Context: an optimization exercise on an open-source flow, tuned for small area. The choices shown serve that exercise and are no tape-out recipe.
No run shown here included a check of the RTL's function; only the layout flow was run.

$ cat design/flow/config.mk
export PLATFORM = sky130hd
export DESIGN_NAME = cordic_vectoring_top
export DESIGN_NICKNAME = cordic_vectoring_top
export VERILOG_FILES = /design/flow/design.v
export SDC_FILE = /design/flow/constraint.sdc
export NUM_CORES = 4
export LEC_CHECK = 0
export ABC_AREA = 1
export CAP_MARGIN = 0
export CORE_MARGIN = 2
export CORE_UTILIZATION = 60
export PLACE_DENSITY = 0.75
export SLEW_MARGIN = 0
$ cat design/flow/constraint.sdc
create_clock -name core_clock -period 7.0 [get_ports {clk}]
set_input_delay 1.4000 -clock core_clock [delete_from_list [all_inputs] [get_ports {clk}]]
set_output_delay 1.4000 -clock core_clock [all_outputs]
set_load 0.01 [all_outputs]
$ cat design/flow/design.v
`timescale 1ns / 1ps
module cordic_vectoring_top #(parameter data_width=16,cordic_steps=16,angle_width=20)(
    input clk,
    input nreset,
    input enable,
    input signed [data_width-1:0] x_vec_in,
    input signed [data_width-1:0] y_vec_in,
    output wire signed [data_width-1:0] x_vec_out,
    output [cordic_steps-1:0] micro_rotation,
    output signed [angle_width-1:0] angle,
    output done
    );
    wire sx0 = x_vec_in[15], sy0 = y_vec_in[15];
    wire [15:0] ux = x_vec_in ^ {16{sx0}};
    wire [15:0] uy = y_vec_in ^ {16{sy0}};
    wire [15:0] ax = ux + {15'd0, sx0};
    wire [15:0] x_1, y_1;
    cv_add_sk #(16) a0x (.a(ax), .b(uy), .ci(sy0), .s(x_1));
    wire [15:0] axm = ax - {15'd0, sy0};
    cv_add_sk #(16) a0y (.a(uy), .b(~axm), .ci(1'b1), .s(y_1));
    wire n_1 = y_1[15];
    wire [14:0] z_1 = y_1[14:0] ^ {15{n_1}};
    wire [1:0] q_1 = {sx0, sx0 ^ sy0};    
    wire v_1 = nreset & enable;
    wire [15:0] m_1 = 16'd1;
    wire [15:0] x_2;
    wire signed [15:0] xs_2 = $signed(x_1) >>> 1;
    wire [15:0] w_2;
    cv_add_bk #(16) ax_2 (.a(x_1), .b({2'd0, z_1[14:1]}), .ci(n_1), .s(x_2));
    cv_add_sk #(16) aw_2 (.a({1'b0, z_1}), .b(~xs_2), .ci(1'b1), .s(w_2));
    wire n_2 = n_1 ^ w_2[15];
    wire [14:0] z_2 = w_2[14:0] ^ {15{w_2[15]}};
    wire [15:0] m_2 = m_1 | {14'd0, ~n_1, 1'd0};
    wire [1:0] q_2 = q_1;
    wire v_2 = v_1;
    reg [15:0] xr_2; reg [14:0] zr_2; reg nr_2; reg [1:0] qr_2; reg vr_2;
    reg [1:1] mr_2;
    always @(posedge clk) begin
        xr_2 <= x_2; zr_2 <= z_2; nr_2 <= n_2; qr_2 <= q_2;
        mr_2 <= m_2[1:1];
        vr_2 <= nreset & v_2;
    end
    wire [15:0] x_3;
    wire signed [15:0] xs_3 = $signed(xr_2) >>> 2;
    wire [15:0] w_3;
    cv_add_bk #(16) ax_3 (.a(xr_2), .b({3'd0, zr_2[14:2]}), .ci(nr_2), .s(x_3));
    cv_add_sk #(16) aw_3 (.a({1'b0, zr_2}), .b(~xs_3), .ci(1'b1), .s(w_3));
    wire n_3 = nr_2 ^ w_3[15];
    wire [14:0] z_3 = w_3[14:0] ^ {15{w_3[15]}};
    wire [15:0] m_3 = {14'd0, mr_2, 1'b1} | {13'd0, ~nr_2, 2'd0};
    wire [1:0] q_3 = qr_2;
    wire v_3 = vr_2;
    wire [15:0] x_4;
    wire signed [15:0] xs_4 = $signed(x_3) >>> 3;
    wire [15:0] w_4;
    cv_add_bk #(16) ax_4 (.a(x_3), .b({4'd0, z_3[14:3]}), .ci(n_3), .s(x_4));
    cv_add_sk #(16) aw_4 (.a({1'b0, z_3}), .b(~xs_4), .ci(1'b1), .s(w_4));
    wire n_4 = n_3 ^ w_4[15];
    wire [14:0] z_4 = w_4[14:0] ^ {15{w_4[15]}};
    wire [15:0] m_4 = m_3 | {12'd0, ~n_3, 3'd0};
    wire [1:0] q_4 = q_3;
    wire v_4 = v_3;
    wire [15:0] x_5;
    wire signed [15:0] xs_5 = $signed(x_4) >>> 4;
    wire [15:0] w_5;
    cv_add_bk #(16) ax_5 (.a(x_4), .b({5'd0, z_4[14:4]}), .ci(n_4), .s(x_5));
    cv_add_sk #(16) aw_5 (.a({1'b0, z_4}), .b(~xs_5), .ci(1'b1), .s(w_5));
    wire n_5 = n_4 ^ w_5[15];
    wire [14:0] z_5 = w_5[14:0] ^ {15{w_5[15]}};
    wire [15:0] m_5 = m_4 | {11'd0, ~n_4, 4'd0};
    wire [1:0] q_5 = q_4;
    wire v_5 = v_4;
    reg [15:0] xr_5; reg [14:0] zr_5; reg nr_5; reg [1:0] qr_5; reg vr_5;
    reg [4:1] mr_5;
    always @(posedge clk) begin
        xr_5 <= x_5; zr_5 <= z_5; nr_5 <= n_5; qr_5 <= q_5;
        mr_5 <= m_5[4:1];
        vr_5 <= nreset & v_5;
    end
    wire [15:0] x_6;
    wire signed [15:0] xs_6 = $signed(xr_5) >>> 5;
    wire [15:0] w_6;
    cv_add_bk #(16) ax_6 (.a(xr_5), .b({6'd0, zr_5[14:5]}), .ci(nr_5), .s(x_6));
    cv_add_sk #(16) aw_6 (.a({1'b0, zr_5}), .b(~xs_6), .ci(1'b1), .s(w_6));
    wire n_6 = nr_5 ^ w_6[15];
    wire [14:0] z_6 = w_6[14:0] ^ {15{w_6[15]}};
    wire [15:0] m_6 = {11'd0, mr_5, 1'b1} | {10'd0, ~nr_5, 5'd0};
    wire [1:0] q_6 = qr_5;
    wire v_6 = vr_5;
    wire [15:0] x_7;
    wire signed [15:0] xs_7 = $signed(x_6) >>> 6;
    wire [15:0] w_7;
    cv_add_bk #(16) ax_7 (.a(x_6), .b({7'd0, z_6[14:6]}), .ci(n_6), .s(x_7));
    cv_add_sk #(16) aw_7 (.a({1'b0, z_6}), .b(~xs_7), .ci(1'b1), .s(w_7));
    wire n_7 = n_6 ^ w_7[15];
    wire [14:0] z_7 = w_7[14:0] ^ {15{w_7[15]}};
    wire [15:0] m_7 = m_6 | {9'd0, ~n_6, 6'd0};
    wire [1:0] q_7 = q_6;
    wire v_7 = v_6;
    wire [15:0] x_8;
    wire signed [15:0] xs_8 = $signed(x_7) >>> 7;
    wire [15:0] w_8;
    cv_add_bk #(16) ax_8 (.a(x_7), .b({8'd0, z_7[14:7]}), .ci(n_7), .s(x_8));
    cv_add_sk #(16) aw_8 (.a({1'b0, z_7}), .b(~xs_8), .ci(1'b1), .s(w_8));
    wire n_8 = n_7 ^ w_8[15];
    wire [14:0] z_8 = w_8[14:0] ^ {15{w_8[15]}};
    wire [15:0] m_8 = m_7 | {8'd0, ~n_7, 7'd0};
    wire [1:0] q_8 = q_7;
    wire v_8 = v_7;
    reg [15:0] xr_8; reg [14:0] zr_8; reg nr_8; reg [1:0] qr_8; reg vr_8;
    reg [7:1] mr_8;
    always @(posedge clk) begin
        xr_8 <= x_8; zr_8 <= z_8; nr_8 <= n_8; qr_8 <= q_8;
        mr_8 <= m_8[7:1];
        vr_8 <= nreset & v_8;
    end
    wire [15:0] x_9;
    wire signed [15:0] xs_9 = $signed(xr_8) >>> 8;
    wire [15:0] w_9;
    cv_add_bk #(16) ax_9 (.a(xr_8), .b({9'd0, zr_8[14:8]}), .ci(nr_8), .s(x_9));
    cv_add_sk #(16) aw_9 (.a({1'b0, zr_8}), .b(~xs_9), .ci(1'b1), .s(w_9));
    wire n_9 = nr_8 ^ w_9[15];
    wire [14:0] z_9 = w_9[14:0] ^ {15{w_9[15]}};
    wire [15:0] m_9 = {8'd0, mr_8, 1'b1} | {7'd0, ~nr_8, 8'd0};
    wire [1:0] q_9 = qr_8;
    wire v_9 = vr_8;
    wire [15:0] x_10;
    wire signed [15:0] xs_10 = $signed(x_9) >>> 9;
    wire [15:0] w_10;
    cv_add_bk #(16) ax_10 (.a(x_9), .b({10'd0, z_9[14:9]}), .ci(n_9), .s(x_10));
    cv_add_sk #(16) aw_10 (.a({1'b0, z_9}), .b(~xs_10), .ci(1'b1), .s(w_10));
    wire n_10 = n_9 ^ w_10[15];
    wire [14:0] z_10 = w_10[14:0] ^ {15{w_10[15]}};
    wire [15:0] m_10 = m_9 | {6'd0, ~n_9, 9'd0};
    wire [1:0] q_10 = q_9;
    wire v_10 = v_9;
    wire [15:0] x_11;
    wire signed [15:0] xs_11 = $signed(x_10) >>> 10;
    wire [15:0] w_11;
    cv_add_bk #(16) ax_11 (.a(x_10), .b({11'd0, z_10[14:10]}), .ci(n_10), .s(x_11));
    cv_add_sk #(16) aw_11 (.a({1'b0, z_10}), .b(~xs_11), .ci(1'b1), .s(w_11));
    wire n_11 = n_10 ^ w_11[15];
    wire [14:0] z_11 = w_11[14:0] ^ {15{w_11[15]}};
    wire [15:0] m_11 = m_10 | {5'd0, ~n_10, 10'd0};
    wire [1:0] q_11 = q_10;
    wire v_11 = v_10;
    reg [15:0] xr_11; reg [14:0] zr_11; reg nr_11; reg [1:0] qr_11; reg vr_11;
    reg [10:1] mr_11;
    always @(posedge clk) begin
        xr_11 <= x_11; zr_11 <= z_11; nr_11 <= n_11; qr_11 <= q_11;
        mr_11 <= m_11[10:1];
        vr_11 <= nreset & v_11;
    end
    wire [15:0] x_12;
    wire signed [15:0] xs_12 = $signed(xr_11) >>> 11;
    wire [15:0] w_12;
    cv_add_bk #(16) ax_12 (.a(xr_11), .b({12'd0, zr_11[14:11]}), .ci(nr_11), .s(x_12));
    cv_add_sk #(16) aw_12 (.a({1'b0, zr_11}), .b(~xs_12), .ci(1'b1), .s(w_12));
    wire n_12 = nr_11 ^ w_12[15];
    wire [14:0] z_12 = w_12[14:0] ^ {15{w_12[15]}};
    wire [15:0] m_12 = {5'd0, mr_11, 1'b1} | {4'd0, ~nr_11, 11'd0};
    wire [1:0] q_12 = qr_11;
    wire v_12 = vr_11;
    wire [15:0] x_13;
    wire signed [15:0] xs_13 = $signed(x_12) >>> 12;
    wire [15:0] w_13;
    cv_add_bk #(16) ax_13 (.a(x_12), .b({13'd0, z_12[14:12]}), .ci(n_12), .s(x_13));
    cv_add_sk #(16) aw_13 (.a({1'b0, z_12}), .b(~xs_13), .ci(1'b1), .s(w_13));
    wire n_13 = n_12 ^ w_13[15];
    wire [14:0] z_13 = w_13[14:0] ^ {15{w_13[15]}};
    wire [15:0] m_13 = m_12 | {3'd0, ~n_12, 12'd0};
    wire [1:0] q_13 = q_12;
    wire v_13 = v_12;
    reg [15:0] xr_13; reg [14:0] zr_13; reg nr_13; reg [1:0] qr_13; reg vr_13;
    reg [12:1] mr_13;
    always @(posedge clk) begin
        xr_13 <= x_13; zr_13 <= z_13; nr_13 <= n_13; qr_13 <= q_13;
        mr_13 <= m_13[12:1];
        vr_13 <= nreset & v_13;
    end
    wire [15:0] x_14;
    wire signed [15:0] xs_14 = $signed(xr_13) >>> 13;
    wire [15:0] w_14;
    cv_add_bk #(16) ax_14 (.a(xr_13), .b({14'd0, zr_13[14:13]}), .ci(nr_13), .s(x_14));
    cv_add_sk #(16) aw_14 (.a({1'b0, zr_13}), .b(~xs_14), .ci(1'b1), .s(w_14));
    wire n_14 = nr_13 ^ w_14[15];
    wire [14:0] z_14 = w_14[14:0] ^ {15{w_14[15]}};
    wire [15:0] m_14 = {3'd0, mr_13, 1'b1} | {2'd0, ~nr_13, 13'd0};
    wire [1:0] q_14 = qr_13;
    wire v_14 = vr_13;
    wire [15:0] x_15;
    wire signed [15:0] xs_15 = $signed(x_14) >>> 14;
    wire [15:0] w_15;
    cv_add_bk #(16) ax_15 (.a(x_14), .b({15'd0, z_14[14:14]}), .ci(n_14), .s(x_15));
    cv_add_sk #(16) aw_15 (.a({1'b0, z_14}), .b(~xs_15), .ci(1'b1), .s(w_15));
    wire n_15 = n_14 ^ w_15[15];
    wire [14:0] z_15 = w_15[14:0] ^ {15{w_15[15]}};
    wire [15:0] m_15 = m_14 | {1'd0, ~n_14, 14'd0};
    wire [1:0] q_15 = q_14;
    wire v_15 = v_14;
    wire [15:0] x_16;
    assign x_16 = x_15 + {15'd0, n_15};
    wire [15:0] m_16 = m_15 | {~n_15, 15'd0};
    wire [1:0] q_16 = q_15;
    wire v_16 = v_15;
    reg [15:0] xr_16, mr_16; reg [1:0] qr_16; reg vr_16;
    always @(posedge clk) begin xr_16 <= x_16; mr_16 <= {m_16[15:14], m_16[13:1] ^ {13{q_16[0]}}, 1'b1}; qr_16 <= q_16; vr_16 <= nreset & v_16; end
    assign micro_rotation = {mr_16[15:14], mr_16[13:1] ^ {13{qr_16[0]}}, 1'b1};
    assign done = vr_16;
    wire mt_s0 = xr_16[0] ^ xr_16[2];
    wire mt_c0 = xr_16[0] & xr_16[2];
    wire mt_s1 = xr_16[1] ^ xr_16[3] ^ ~xr_16[6];
    wire mt_c1 = (xr_16[1] & xr_16[3]) | (xr_16[1] & ~xr_16[6]) | (xr_16[3] & ~xr_16[6]);
    wire mt_s2 = xr_16[2] ^ xr_16[4] ^ ~xr_16[7];
    wire mt_c2 = (xr_16[2] & xr_16[4]) | (xr_16[2] & ~xr_16[7]) | (xr_16[4] & ~xr_16[7]);
    wire mt_s3 = xr_16[3] ^ xr_16[5] ^ ~xr_16[8];
    wire mt_c3 = (xr_16[3] & xr_16[5]) | (xr_16[3] & ~xr_16[8]) | (xr_16[5] & ~xr_16[8]);
    wire mt_s4 = xr_16[4] ^ xr_16[6] ^ ~xr_16[9];
    wire mt_c4 = (xr_16[4] & xr_16[6]) | (xr_16[4] & ~xr_16[9]) | (xr_16[6] & ~xr_16[9]);
    wire mt_s5 = xr_16[5] ^ xr_16[7] ^ ~xr_16[10];
    wire mt_c5 = (xr_16[5] & xr_16[7]) | (xr_16[5] & ~xr_16[10]) | (xr_16[7] & ~xr_16[10]);
    wire mt_s6 = xr_16[6] ^ xr_16[8] ^ ~xr_16[11];
    wire mt_c6 = (xr_16[6] & xr_16[8]) | (xr_16[6] & ~xr_16[11]) | (xr_16[8] & ~xr_16[11]);
    wire mt_s7 = xr_16[7] ^ xr_16[9] ^ ~xr_16[12];
    wire mt_c7 = (xr_16[7] & xr_16[9]) | (xr_16[7] & ~xr_16[12]) | (xr_16[9] & ~xr_16[12]);
    wire mt_s8 = xr_16[8] ^ xr_16[10] ^ ~xr_16[13];
    wire mt_c8 = (xr_16[8] & xr_16[10]) | (xr_16[8] & ~xr_16[13]) | (xr_16[10] & ~xr_16[13]);
    wire mt_s9 = xr_16[9] ^ xr_16[11] ^ ~xr_16[14];
    wire mt_c9 = (xr_16[9] & xr_16[11]) | (xr_16[9] & ~xr_16[14]) | (xr_16[11] & ~xr_16[14]);
    wire mt_s10 = xr_16[10] ^ xr_16[12] ^ ~xr_16[15];
    wire mt_c10 = (xr_16[10] & xr_16[12]) | (xr_16[10] & ~xr_16[15]) | (xr_16[12] & ~xr_16[15]);
    wire mt_s11 = ~xr_16[0] ^ ~xr_16[2];
    wire mt_c11 = ~xr_16[0] & ~xr_16[2];
    wire mt_s12 = ~xr_16[1] ^ ~xr_16[3];
    wire mt_c12 = ~xr_16[1] & ~xr_16[3];
    wire mt_s13 = ~xr_16[2] ^ ~xr_16[4];
    wire mt_c13 = ~xr_16[2] & ~xr_16[4];
    wire mt_s14 = xr_16[0] ^ ~xr_16[3] ^ ~xr_16[5];
    wire mt_c14 = (xr_16[0] & ~xr_16[3]) | (xr_16[0] & ~xr_16[5]) | (~xr_16[3] & ~xr_16[5]);
    wire mt_s15 = xr_16[1] ^ ~xr_16[4] ^ ~xr_16[6];
    wire mt_c15 = (xr_16[1] & ~xr_16[4]) | (xr_16[1] & ~xr_16[6]) | (~xr_16[4] & ~xr_16[6]);
    wire mt_s16 = mt_s0 ^ ~xr_16[5] ^ ~xr_16[7];
    wire mt_c16 = (mt_s0 & ~xr_16[5]) | (mt_s0 & ~xr_16[7]) | (~xr_16[5] & ~xr_16[7]);
    wire mt_s17 = mt_c0 ^ mt_s1 ^ ~xr_16[8];
    wire mt_c17 = (mt_c0 & mt_s1) | (mt_c0 & ~xr_16[8]) | (mt_s1 & ~xr_16[8]);
    wire mt_s18 = mt_c1 ^ mt_s2 ^ ~xr_16[9];
    wire mt_c18 = (mt_c1 & mt_s2) | (mt_c1 & ~xr_16[9]) | (mt_s2 & ~xr_16[9]);
    wire mt_s19 = mt_c2 ^ mt_s3 ^ ~xr_16[10];
    wire mt_c19 = (mt_c2 & mt_s3) | (mt_c2 & ~xr_16[10]) | (mt_s3 & ~xr_16[10]);
    wire mt_s20 = mt_c3 ^ mt_s4 ^ ~xr_16[11];
    wire mt_c20 = (mt_c3 & mt_s4) | (mt_c3 & ~xr_16[11]) | (mt_s4 & ~xr_16[11]);
    wire mt_s21 = mt_c4 ^ mt_s5 ^ ~xr_16[12];
    wire mt_c21 = (mt_c4 & mt_s5) | (mt_c4 & ~xr_16[12]) | (mt_s5 & ~xr_16[12]);
    wire mt_s22 = mt_c5 ^ mt_s6 ^ ~xr_16[13];
    wire mt_c22 = (mt_c5 & mt_s6) | (mt_c5 & ~xr_16[13]) | (mt_s6 & ~xr_16[13]);
    wire mt_s23 = mt_c6 ^ mt_s7 ^ ~xr_16[14];
    wire mt_c23 = (mt_c6 & mt_s7) | (mt_c6 & ~xr_16[14]) | (mt_s7 & ~xr_16[14]);
    wire mt_s24 = mt_c7 ^ mt_s8 ^ ~xr_16[15];
    wire mt_c24 = (mt_c7 & mt_s8) | (mt_c7 & ~xr_16[15]) | (mt_s8 & ~xr_16[15]);
    wire mt_s25 = mt_c8 ^ mt_s9 ^ 1'b1;
    wire mt_c25 = (mt_c8 & mt_s9) | (mt_c8 & 1'b1) | (mt_s9 & 1'b1);
    wire mt_s26 = mt_c9 ^ mt_s10 ^ 1'b1;
    wire mt_c26 = (mt_c9 & mt_s10) | (mt_c9 & 1'b1) | (mt_s10 & 1'b1);
    wire mt_s27 = mt_c10 ^ xr_16[11] ^ xr_16[13];
    wire mt_c27 = (mt_c10 & xr_16[11]) | (mt_c10 & xr_16[13]) | (xr_16[11] & xr_16[13]);
    wire mt_s28 = xr_16[12] ^ xr_16[14] ^ 1'b1;
    wire mt_c28 = (xr_16[12] & xr_16[14]) | (xr_16[12] & 1'b1) | (xr_16[14] & 1'b1);
    wire mt_s29 = xr_16[13] ^ xr_16[15] ^ 1'b1;
    wire mt_c29 = (xr_16[13] & xr_16[15]) | (xr_16[13] & 1'b1) | (xr_16[15] & 1'b1);
    wire mt_s30 = xr_16[14] ^ 1'b1;
    wire mt_c30 = xr_16[14] & 1'b1;
    wire mt_s31 = xr_16[15] ^ 1'b1;
    wire mt_c31 = xr_16[15] & 1'b1;
    wire [23:0] mp_a = {mt_c31, mt_c30, mt_c29, mt_c28, mt_c27, mt_c26, mt_c25, mt_c24, mt_c23, mt_c22, mt_c21, mt_c20, mt_c19, mt_c18, mt_c17, mt_c16, mt_c15, mt_c14, mt_c13, mt_c12, mt_c11, mt_s11, ~xr_16[1], ~xr_16[0]};
    wire [23:0] mp_b = {1'b1, mt_s31, mt_s30, mt_s29, mt_s28, mt_s27, mt_s26, mt_s25, mt_s24, mt_s23, mt_s22, mt_s21, mt_s20, mt_s19, mt_s18, mt_s17, mt_s16, mt_s15, mt_s14, mt_s13, mt_s12, 1'b1, 1'b0, 1'b1};
    wire [23:0] mp_r;
    cv_add_ks #(24) mp_add (.a(mp_a), .b(mp_b), .ci(1'b0), .s(mp_r));
    assign x_vec_out = mp_r[23:8];
    wire neg = qr_16[0];
    wire [13:1] mq = mr_16[13:1];
    reg [19:0] kq;
    always @* case (qr_16) 2'd0: kq = 20'hff8ff; 2'd1: kq = 20'hfb8ff; 2'd2: kq = 20'hf78ff; default: kq = 20'h038ff; endcase
    wire at_s32 = mq[2] ^ mq[3] ^ mq[4];
    wire at_c32 = (mq[2] & mq[3]) | (mq[2] & mq[4]) | (mq[3] & mq[4]);
    wire at_s33 = mq[2] ^ mq[4];
    wire at_c33 = mq[2] & mq[4];
    wire at_s34 = at_s32 ^ mq[5] ^ mq[7];
    wire at_c34 = (at_s32 & mq[5]) | (at_s32 & mq[7]) | (mq[5] & mq[7]);
    wire at_s35 = at_c32 ^ at_s33 ^ mq[6];
    wire at_c35 = (at_c32 & at_s33) | (at_c32 & mq[6]) | (at_s33 & mq[6]);
    wire at_s36 = mq[10] ^ mq[12];
    wire at_c36 = mq[10] & mq[12];
    wire at_s37 = at_c33 ^ mq[1] ^ mq[5];
    wire at_c37 = (at_c33 & mq[1]) | (at_c33 & mq[5]) | (mq[1] & mq[5]);
    wire at_s38 = mq[9] ^ mq[11] ^ 1'b1;
    wire at_c38 = (mq[9] & mq[11]) | (mq[9] & 1'b1) | (mq[11] & 1'b1);
    wire at_s39 = mq[2] ^ mq[4] ^ mq[8];
    wire at_c39 = (mq[2] & mq[4]) | (mq[2] & mq[8]) | (mq[4] & mq[8]);
    wire at_s40 = mq[10] ^ 1'b1;
    wire at_c40 = mq[10] & 1'b1;
    wire at_s41 = mq[2] ^ mq[3] ^ mq[7];
    wire at_c41 = (mq[2] & mq[3]) | (mq[2] & mq[7]) | (mq[3] & mq[7]);
    wire at_s42 = mq[9] ^ 1'b1;
    wire at_c42 = mq[9] & 1'b1;
    wire at_s43 = mq[1] ^ mq[2] ^ mq[6];
    wire at_c43 = (mq[1] & mq[2]) | (mq[1] & mq[6]) | (mq[2] & mq[6]);
    wire at_s44 = mq[8] ^ 1'b1;
    wire at_c44 = mq[8] & 1'b1;
    wire at_s45 = mq[1] ^ mq[2] ^ mq[5];
    wire at_c45 = (mq[1] & mq[2]) | (mq[1] & mq[5]) | (mq[2] & mq[5]);
    wire at_s46 = mq[7] ^ 1'b1;
    wire at_c46 = mq[7] & 1'b1;
    wire at_s47 = mq[1] ^ mq[2] ^ mq[4];
    wire at_c47 = (mq[1] & mq[2]) | (mq[1] & mq[4]) | (mq[2] & mq[4]);
    wire at_s48 = at_s34 ^ mq[11];
    wire at_c48 = at_s34 & mq[11];
    wire at_s49 = at_c34 ^ at_s35 ^ at_s36;
    wire at_c49 = (at_c34 & at_s35) | (at_c34 & at_s36) | (at_s35 & at_s36);
    wire at_s50 = at_c35 ^ at_c36 ^ at_s37;
    wire at_c50 = (at_c35 & at_c36) | (at_c35 & at_s37) | (at_c36 & at_s37);
    wire at_s51 = at_c37 ^ at_c38 ^ at_s39;
    wire at_c51 = (at_c37 & at_c38) | (at_c37 & at_s39) | (at_c38 & at_s39);
    wire at_s52 = at_c39 ^ at_c40 ^ at_s41;
    wire at_c52 = (at_c39 & at_c40) | (at_c39 & at_s41) | (at_c40 & at_s41);
    wire at_s53 = at_c41 ^ at_c42 ^ at_s43;
    wire at_c53 = (at_c41 & at_c42) | (at_c41 & at_s43) | (at_c42 & at_s43);
    wire at_s54 = at_c43 ^ at_c44 ^ at_s45;
    wire at_c54 = (at_c43 & at_c44) | (at_c43 & at_s45) | (at_c44 & at_s45);
    wire at_s55 = at_c45 ^ at_c46 ^ at_s47;
    wire at_c55 = (at_c45 & at_c46) | (at_c45 & at_s47) | (at_c46 & at_s47);
    wire at_s56 = at_c47 ^ mq[2] ^ mq[3];
    wire at_c56 = (at_c47 & mq[2]) | (at_c47 & mq[3]) | (mq[2] & mq[3]);
    wire at_s57 = at_s48 ^ mq[13];
    wire at_c57 = at_s48 & mq[13];
    wire at_s58 = at_c48 ^ at_s49 ^ 1'b1;
    wire at_c58 = (at_c48 & at_s49) | (at_c48 & 1'b1) | (at_s49 & 1'b1);
    wire at_s59 = at_c49 ^ at_s50 ^ at_s38;
    wire at_c59 = (at_c49 & at_s50) | (at_c49 & at_s38) | (at_s50 & at_s38);
    wire at_s60 = at_c50 ^ at_s51 ^ at_s40;
    wire at_c60 = (at_c50 & at_s51) | (at_c50 & at_s40) | (at_s51 & at_s40);
    wire at_s61 = at_c51 ^ at_s52 ^ at_s42;
    wire at_c61 = (at_c51 & at_s52) | (at_c51 & at_s42) | (at_s52 & at_s42);
    wire at_s62 = at_c52 ^ at_s53 ^ at_s44;
    wire at_c62 = (at_c52 & at_s53) | (at_c52 & at_s44) | (at_s53 & at_s44);
    wire at_s63 = at_c53 ^ at_s54 ^ at_s46;
    wire at_c63 = (at_c53 & at_s54) | (at_c53 & at_s46) | (at_s54 & at_s46);
    wire at_s64 = at_c54 ^ at_s55 ^ mq[6];
    wire at_c64 = (at_c54 & at_s55) | (at_c54 & mq[6]) | (at_s55 & mq[6]);
    wire at_s65 = at_c55 ^ at_s56 ^ mq[5];
    wire at_c65 = (at_c55 & at_s56) | (at_c55 & mq[5]) | (at_s56 & mq[5]);
    wire at_s66 = at_c56 ^ mq[1] ^ mq[4];
    wire at_c66 = (at_c56 & mq[1]) | (at_c56 & mq[4]) | (mq[1] & mq[4]);
    wire at_s67 = mq[3] ^ 1'b1;
    wire at_c67 = mq[3] & 1'b1;
    wire at_s68 = mq[2] ^ 1'b1;
    wire at_c68 = mq[2] & 1'b1;
    wire at_s69 = mq[1] ^ 1'b1;
    wire at_c69 = mq[1] & 1'b1;
    wire [19:0] ap_a = {kq[19], kq[18], kq[17], kq[16], kq[15], at_c69, at_c68, at_c67, at_c66, at_c65, at_c64, at_c63, at_c62, at_c61, at_c60, at_c59, at_c58, at_c57, at_s57, 1'b1};
    wire [19:0] ap_b = {1'b0, 1'b0, 1'b0, 1'b0, 1'b0, kq[14], at_s69, at_s68, at_s67, at_s66, at_s65, at_s64, at_s63, at_s62, at_s61, at_s60, at_s59, at_s58, 1'b1, 1'b0};
    wire [19:0] ap_r;
    cv_add_ks #(20) ap_add (.a(ap_a), .b(ap_b), .ci(1'b0), .s(ap_r));
    assign angle = ap_r;
endmodule
module cv_add_bk #(parameter W=16) (input [W-1:0] a, input [W-1:0] b, input ci, output [W-1:0] s);
    reg [W-1:0] p, g, pp, gg;
    integer i, j;
    always @* begin
        p = a ^ b;
        g = a & b;
        gg = g; pp = p;
        gg[0] = g[0] | (p[0] & ci);
        for (i = 1; (1 << i) <= W; i = i + 1)
            for (j = (1 << i) - 1; j < W; j = j + (1 << i)) begin
                gg[j] = gg[j] | pp[j] & gg[j - (1 << (i-1))];
                pp[j] = pp[j] & pp[j - (1 << (i-1))];
            end
        for (i = 5; i > 0; i = i - 1)
            for (j = (1 << i) + (1 << (i-1)) - 1; j < W; j = j + (1 << i)) begin
                gg[j] = gg[j] | pp[j] & gg[j - (1 << (i-1))];
                pp[j] = pp[j] & pp[j - (1 << (i-1))];
            end
    end
    assign s = p ^ {gg[W-2:0], ci};
endmodule
module cv_add_ks #(parameter W=16) (input [W-1:0] a, input [W-1:0] b, input ci, output [W-1:0] s);
    reg [W-1:0] p, g, pp, gg;
    integer i, j;
    always @* begin
        p = a ^ b;
        g = a & b;
        gg = g; pp = p;
        gg[0] = g[0] | (p[0] & ci);
        for (i = 0; (1 << i) < W; i = i + 1)
            for (j = W - 1; j >= (1 << i); j = j - 1) begin
                gg[j] = gg[j] | pp[j] & gg[j - (1 << i)];
                pp[j] = pp[j] & pp[j - (1 << i)];
            end
    end
    assign s = p ^ {gg[W-2:0], ci};
endmodule
module cv_add_sk #(parameter W=16) (input [W-1:0] a, input [W-1:0] b, input ci, output [W-1:0] s);
    reg [W-1:0] p, g, pp, gg;
    integer i, j;
    always @* begin
        p = a ^ b;
        g = a & b;
        gg = g; pp = p;
        gg[0] = g[0] | (p[0] & ci);
        for (i = 0; (1 << i) < W; i = i + 1)
            for (j = 0; j < W; j = j + 1)
                if (j & (1 << i)) begin
                    gg[j] = gg[j] | pp[j] & gg[((j >> i) << i) - 1];
                    pp[j] = pp[j] & pp[((j >> i) << i) - 1];
                end
    end
    assign s = p ^ {gg[W-2:0], ci};
endmodule
$ cat design/flow/run.sh
#!/bin/bash
# synth_recipe.tcl (not shown) runs the flow's synth.tcl, then flattens the netlist and writes it again
# the make line also repeats each setting of config.mk as NAME=value (left out here)
make -C /OpenROAD-flow-scripts/flow DESIGN_CONFIG=/design/flow/config.mk WORK_HOME=/design/flow/orfs CLKGATE_MAP_FILE= SYNTH_SCRIPT=/design/flow/synth_recipe.tcl finish
==> impl_metrics.py, run 1 <==
metrics = {
    "outcome": {
        "status": "complete, no violations",
    },
    "worst_setup_path": {
        "r2r_end": "xr_8[15]",
        "worst_ep_required_time_ps": 7450,
        "crit_path_end": "xr_8[15]",
        "cpPeakStageDelay_ps": 450,
        "reg2regPathDepth": 38,
        "critPathMaxFanout": 8,
        "cpMostUsedCell": "nand2_1",
        "cp_slowest_cell": "fa_1",
        "startpoint": "nr_5",
        "crit_type": "flop to flop",
        "r2r-start": "nr_5",
        "end_kind": "flop",
        "cp.arrival_ps": 7260,
        "ff2ff_setup_slack_ps": 200,
        "start_kind": "flop",
    },
    "synth": {
        "synth_cells": 3036,
        "ys.flop_type": "dfxtp_1",
        "ys_ff_latch": 243,
        "synth_edf_count": 0,
        "ys_warn_count": 5,
        "synth_top_area_cell": "ha_1",
        "synthTopCellsByArea": "ha_1 (20%), dfxtp_1 (19%), fa_1 (14%)",
        "avgSynthCellArea_um2": 8.43,
        "yosysMostFrequentCell": "inv_1",
        "synth_top_area_share_pct": 20.0,
        "synth-seq-area-share_pct": 19.0,
        "async_flop_share_pct": 0,
        "synth_cell_types": 50,
        "syn_area_mm2": 0.0256,
        "yosys-top-cells-count": "inv_1 (554), nand2_1 (483), ha_1 (409), xor2_1 (370), dfxtp_1 (243)",
    },
    "sta": {
        "worst_slew_pin_slew_ps": 817,
        "maxSlewViolCount": 0,
        "slew_headroom_pct": 45.5,
        "finalCritPeriodShare_pct": 97.2,
        "fin_crit_ps": 6800,
        "hold_violations": 0,
        "finalSetupViolCount": 0,
        "max_freq_mhz": 147,
        "skew_ps": 12.1,
        "whs_ps": 315,
    },
    "placed_design": {
        "dp_hpwl_um": 46500,
        "place_area_mm2": 0.0286,
        "io_buffers": 85,
        "place_congestion": 0.911,
        "dp_cells": 3848,
    },
    "clock_network": {
        "clk_latency_ps": 560,
        "clockBufferDepth": 3,
        "cts_root_buf": "clkbuf_16",
        "clock-sinks": 243,
        "clk_pin_slew_ps": 60,
        "hold_buffers": 0,
        "htreeDepth": 1,
        "cts_tree": "done",
        "numCtsBuffers": 29,
    },
    "flow_run": {
        "maxCapViolations": 0,
    },
    "route": {
        "vias_per_cell": 5.22,
        "drt-initial-drc-count": 938,
        "wirelength_um": 57700,
        "first_pass_iters": 5,
        "vias": 20500,
        "wire_per_inst_um": 14.7,
        "remaining_drc_errors": 0,
        "ant_nets": 0,
    },
    "hold_path": {
        "hold_path_class": "flop to flop",
        "whs_path_depth": 0,
    },
    "layout": {
        "fin_area_mm2": 0.0307,
        "fillers": 2964,
        "final_net_count": 3997,
        "areaGrowthSynthToFinish_pct": 20.1,
        "drive_gt1_share_pct": 14.9,
        "antenna_cells": 0,
        "fin_util_pct": 73.1,
        "layoutNonFillerInstCount": 3937,
    },
    "global_routing": {
        "grt_usage_pct": 25.2,
        "grt_max_degree": 19,
        "grt_first_pass_wirelength_um": 93600,
        "grt_pass1_vias": 21200,
        "overflow": 0,
        "antenna_found_initial": 0,
    },
    "floorplanning": {
        "core_mm2": 0.0420,
        "num_io_pins": 88,
        "die_h_um": 211,
        "rows": 75,
        "start_util_pct": 60.9,
        "fp.dieW_um": 211,
        "dieArea_mm2": 0.0443,
    },
}
[sequential cells by signal, summed over array words and instances (netlist names), 10 cells and up]
name and count:
mr_11 10, mr_13 12, mr_16 15, xr_11 16, xr_13 16, xr_16 16
xr_2 16, xr_5 16, xr_8 16, zr_11 15, zr_13 15, zr_2 15
zr_5 15, zr_8 15
[cells by family (layout without fill, tap and decap cells)]
logic type | Yosys count | in the layout | synth area share [%]
buffers and inverters | 577 | 938 | 8.67
other | 1 | 2 | 0.0147
AO/OA/AOI/OAI | 300 | 300 | 6.68
XOR/XNOR | 549 | 549 | 18.9
adder cells (fa/ha/maj) | 585 | 585 | 33.8
multiplexers | 2 | 2 | 0.0782
AND/OR/NAND/NOR | 779 | 779 | 12.9
flip-flops | 243 | 243 | 19.0
[stage by stage]
stage	setup TNS (ps)	setup slack, ps
finish	0	197
global route	-7010	-249
CTS	0	18.6
detailed placement	-16470	-579
global placement	-6260	-346
floorplan	0	146
[metal layers]
metal  global-route usage (%)  part of all wire [%]  up-vias
met1                     28.3                    40     9742
met5                        0                     0        -
met4                     7.99                   3.2        0
met2                     49.8                    53      399
met3                     2.32                   3.1      142
li1                         -                     -    10200
[placed cells by master (no fill, tap or decap), types with 8 or more instances in the layout]
cell	synthesis	layout
inv_1	554	548
nand2_1	483	451
ha_1	409	394
xor2_1	370	358
buf_4	3	239
dfxtp_1	243	236
xnor2_1	176	166
fa_1	176	157
a21oi_1	165	142
nand3_1	112	101
nor2_1	101	95
clkdlybuf4s50_1	0	83
o21ai_0	53	38
nand2_2	6	35
clkbuf_16	0	29
a21o_1	28	28
a21oi_2	0	23
or2_2	19	19
fa_2	0	19
nand4_1	17	17
nor3_1	20	15
xor2_2	3	15
nand3_2	1	11
xnor2_2	0	10
o21bai_1	11	9
o21ai_1	0	9
a211oi_1	13	8
ha_4	0	8
[worst max-delay path, delay by kind of cell, from the launching register on]
kind / cells / cell delay (ps)
compound gates: 11 / 1960
simple gates: 14 / 1560
xor+xnor: 2 / 290
buf+inv: 4 / 410
flops: 1 / 340
fa+ha+maj: 7 / 2130
[cell type report]
| cell class | count | area [um2] | share of cell area [%] |
|---|---|---|---|
| clock buffers | 35 | 768 | 2.50 |
| clock inverters | 17 | 214 | 0.696 |
| repair buffers | 331 | 2740 | 8.92 |
| flip-flops and latches | 243 | 4870 | 15.9 |
| well taps | 539 | 674 | 2.20 |
| inverters | 555 | 2080 | 6.78 |
| multi-input cells | 2217 | 19400 | 63.0 |
[worst min-delay path by stage]
stage,start,to,slack (ps)
2_1_floorplan,mr_8[1],mr_11[1],310
3_3_place_gp,mr_11[6],mr_13[6],310
3_5_place_dp,mr_11[2],mr_13[2],310
4_1_cts,qr_5[0],qr_8[0],320
5_1_grt,qr_5[1],qr_8[1],320
6_report,qr_5[0],qr_8[0],320
[repair_timing]
| action | in CTS | in global routing |
|---|---|---|
| setup buffers | 1 | 36 |
| resized for setup | 26 | 189 |
| pin swaps | 5 | 77 |
| endpoints found under the setup margin | 67 | 102 |
==> inputs of run 2 (changes only) <==
--- a/design/flow/config.mk
+++ b/design/flow/config.mk
@@ -6,8 +6,8 @@
 export NUM_CORES = 4
 export LEC_CHECK = 0
 export ABC_AREA = 1
-export CAP_MARGIN = 0
+export CAP_MARGIN = 20
 export CORE_MARGIN = 2
-export CORE_UTILIZATION = 60
-export PLACE_DENSITY = 0.75
-export SLEW_MARGIN = 0
+export CORE_UTILIZATION = 50
+export PLACE_DENSITY = 0.65
+export SLEW_MARGIN = 20
==> run 2 against run 1 <==
- still clean on timing, DRC and antenna
- first-iteration DRC count fell by 38%
- worst setup slack better by 190 ps
- clock-buffer cell count fell by 1
- sequential share of layout area about the same
- register-to-register slack improved by 190 ps
- die area up 20%
- critical endpoint is now angle[12]
- highest routed layer unchanged
==> impl_metrics.py, run 2 <==
metrics = {
    "sta": {
        "worst_slew_pin_slew_ps": 709,
        "finalSetupViolCount": 0,
        "finalCritPeriodShare_pct": 94.5,
        "maxSlewViolCount": 0,
        "slew_headroom_pct": 52.6,
        "tns_ps": 0,
        "hold_violations": 0,
        "max_freq_mhz": 151,
        "fin_crit_ps": 6620,
        "skew_ps": 24.3,
    },
    "synth": {
        "synth_top_area_share_pct": 20.0,
        "synth_cell_types": 50,
        "synth-seq-area-share_pct": 19.0,
        "ys_warn_count": 5,
        "ys.flop_type": "dfxtp_1",
        "synth_edf_count": 0,
        "synthTopCellsByArea": "ha_1 (20%), dfxtp_1 (19%), fa_1 (14%)",
        "syn_area_mm2": 0.0256,
        "ys_ff_latch": 243,
        "synth_top_area_cell": "ha_1",
        "yosys-top-cells-count": "inv_1 (554), nand2_1 (483), ha_1 (409), xor2_1 (370), dfxtp_1 (243)",
        "async_flop_share_pct": 0,
        "synth_cells": 3036,
        "yosysMostFrequentCell": "inv_1",
        "avgSynthCellArea_um2": 8.43,
    },
    "clock_network": {
        "htreeDepth": 1,
        "numCtsBuffers": 28,
        "cts_tree": "done",
        "clock-sinks": 243,
        "clk_pin_slew_ps": 60,
        "clockBufferDepth": 3,
        "cts_root_buf": "clkbuf_16",
        "clk_latency_ps": 570,
        "hold_buffers": 0,
    },
    "hold_path": {
        "holdPathEnd": "mr_13[5]",
        "hold_path_class": "flop to flop",
        "whs_path_depth": 0,
        "hold_path.startpoint": "mr_11[5]",
    },
    "route": {
        "first_pass_iters": 5,
        "drt-initial-drc-count": 580,
        "remaining_drc_errors": 0,
        "vias_per_cell": 4.89,
        "ant_nets": 0,
        "vias": 19900,
        "wirelength_um": 55000,
        "wire_per_inst_um": 13.5,
    },
    "worst_setup_path": {
        "critPathMaxFanout": 5,
        "worst_ep_required_time_ps": 5600,
        "r2r_end": "zr_8[4]",
        "cp.arrival_ps": 5220,
        "ff2ff_setup_slack_ps": 390,
        "reg2regPathDepth": 41,
        "crit_type": "flop to output pin",
        "start_kind": "flop",
        "r2r-start": "xr_5[5]",
        "end_kind": "output pin",
    },
    "layout": {
        "areaGrowthSynthToFinish_pct": 20.5,
        "antenna_cells": 0,
        "fin_util_pct": 61.2,
        "most-common-layout-cells": "inv_1 (551), nand2_1 (455), ha_1 (402)",
        "final_common_cell": "inv_1",
        "final_net_count": 3990,
        "drive_gt1_share_pct": 14.1,
    },
    "global_routing": {
        "grt_usage_pct": 20.9,
        "overflow": 0,
        "grt_first_pass_wirelength_um": 93600,
        "antenna_found_initial": 0,
        "grt_pass1_vias": 20900,
        "grt_max_degree": 19,
    },
    "floorplanning": {
        "die_h_um": 230,
        "fp.dieW_um": 230,
        "num_io_pins": 88,
        "rows": 82,
        "core_mm2": 0.0504,
        "dieArea_mm2": 0.0530,
        "start_util_pct": 50.8,
    },
    "flow_run": {
        "maxCapViolations": 0,
    },
    "placed_design": {
        "io_buffers": 85,
        "dp_hpwl_um": 46500,
        "place_congestion": 0.883,
    },
    "outcome": {
        "status": "complete, no violations",
    },
}
-- run 2: cell types whose count changed in the layout (fill, tap and decap cells not counted), moves of 4 or more --
cell / previous run / this run
nand2_1: 451 / 455
ha_2: 7 / 2
buf_4: 239 / 232
nand2_2: 35 / 26
a21oi_1: 142 / 149
xor2_2: 15 / 19
ha_1: 394 / 402
nand2_4: 3 / 9
a21oi_2: 23 / 15
xnor2_1: 166 / 171
xor2_1: 358 / 354
xnor2_2: 10 / 5
clkinv_2: 7 / 1
-- run 2: layout make-up --
type | count | area, um2
Fill cell | 4364 | 19500
Multi-Input combinational cell | 2217 | 19300
Sequential cell | 243 | 4880
Timing Repair Buffer | 325 | 2730
Inverter | 555 | 2080
Tap cell | 672 | 841
Clock buffer | 34 | 753
Clock inverter | 15 | 283
-- run 2: repair_timing --
action / in CTS / in global routing
cloned: 0 / 1
setup buffers: 1 / 15
pin swaps: 2 / 47
endpoints found under the setup margin: 31 / 104
resized for setup: 16 / 175
-- run 2: kinds of logic (layout without fill, tap and decap cells) --
logic type	after synthesis	after routing	share of synthesized area, %
and+or+nand+nor	779	779	12.9
adders and majority gates	585	585	33.8
buffers and inverters	577	929	8.67
xor gates and xnor gates	549	549	18.9
AOI/OAI and AO/OA	300	300	6.68
DFF	243	243	19.0
muxes	2	2	0.0782
other	1	2	0.0147
-- run 2: worst max-delay path by stage --
stage,from,to,slack (ps),cells after the start
2_1_floorplan,xr_8[8],zr_11[1],150,43
3_3_place_gp,x_vec_in[15],xr_2[13],-310,37
3_5_place_dp,x_vec_in[15],xr_2[12],-460,33
4_1_cts,nr_5,xr_8[15],1,41
5_1_grt,zr_8[0],zr_11[8],-120,43
6_report,mr_16[3],angle[12],380,19
-- run 2: metrics by stage --
stage	cells	worst slack [ps]	instance area, um2	hold slack, ps
6_report	4061	383	30800	322
5_1_grt	4061	-123	30800	329
4_1_cts	4045	1.17	30000	324
3_5_place_dp	3995	-463	28900	312
3_3_place_gp	3995	-311	28900	310
2_1_floorplan	3037	146	25600	310
-- run 2: worst max-delay path: stages, from the launching register on --
cell and delay [ps]:
dfxtp_1 400, fa_1 440, fa_1 490, inv_1 50, fa_1 410, fa_1 540, inv_1 40, ha_1 330
nand3_1 80, nand2_1 100, inv_1 50, o21a_1 210, o21bai_1 150, a21oi_1 110, o21ai_0 260, nand2_1 100
a21oi_1 140, nor2_1 70, xnor2_1 130, clkdlybuf4s50_1 550
-- run 2: routing by layer --
| metal | track usage (%) | part of all wire (%) | vias to the layer above |
|---|---|---|---|
| li1 | - | - | 10200 |
| met1 | 24.2 | 42 | 9322 |
| met2 | 40.3 | 53 | 243 |
| met3 | 1.97 | 2.5 | 98 |
| met4 | 6.33 | 2.7 | 0 |
| met5 | 0 | 0 | - |

==> what the ideal ports hide <==
In the flow no input, the clock included, has a driving cell. The finished layouts below were timed again as built, in two steps. Step 1 sets driving cells, clkbuf_16 on the clock port and buf_2 on the other inputs (assumed; they add their load-dependent delay and slew). Step 2, shift: input delay + t, output delay - t, t = (earliest + latest rising clock arrival at the registers) / 2. This alone moves slack from input paths to output paths. Three values: no drivers, after step 1, after step 2; two values: the first two.
| run | shift t [ns] | setup slack, ns | worst setup path at the end | cell pins on the clock port's net |
|---|---|---|---|---|
| run 1 | 0.609 | 0.197 / 0.197 / -0.210 | input to register | 1 |
| run 2 | 0.611 | 0.383 / 0.326 / -0.098 | input to register | 1 |
With both steps, setup timing fails in run 1 and run 2, where it was met with ideal ports. For run 2, which loses most, drivers alone change the setup slack by -0.057 ns; drivers and shift together by -0.481 ns.
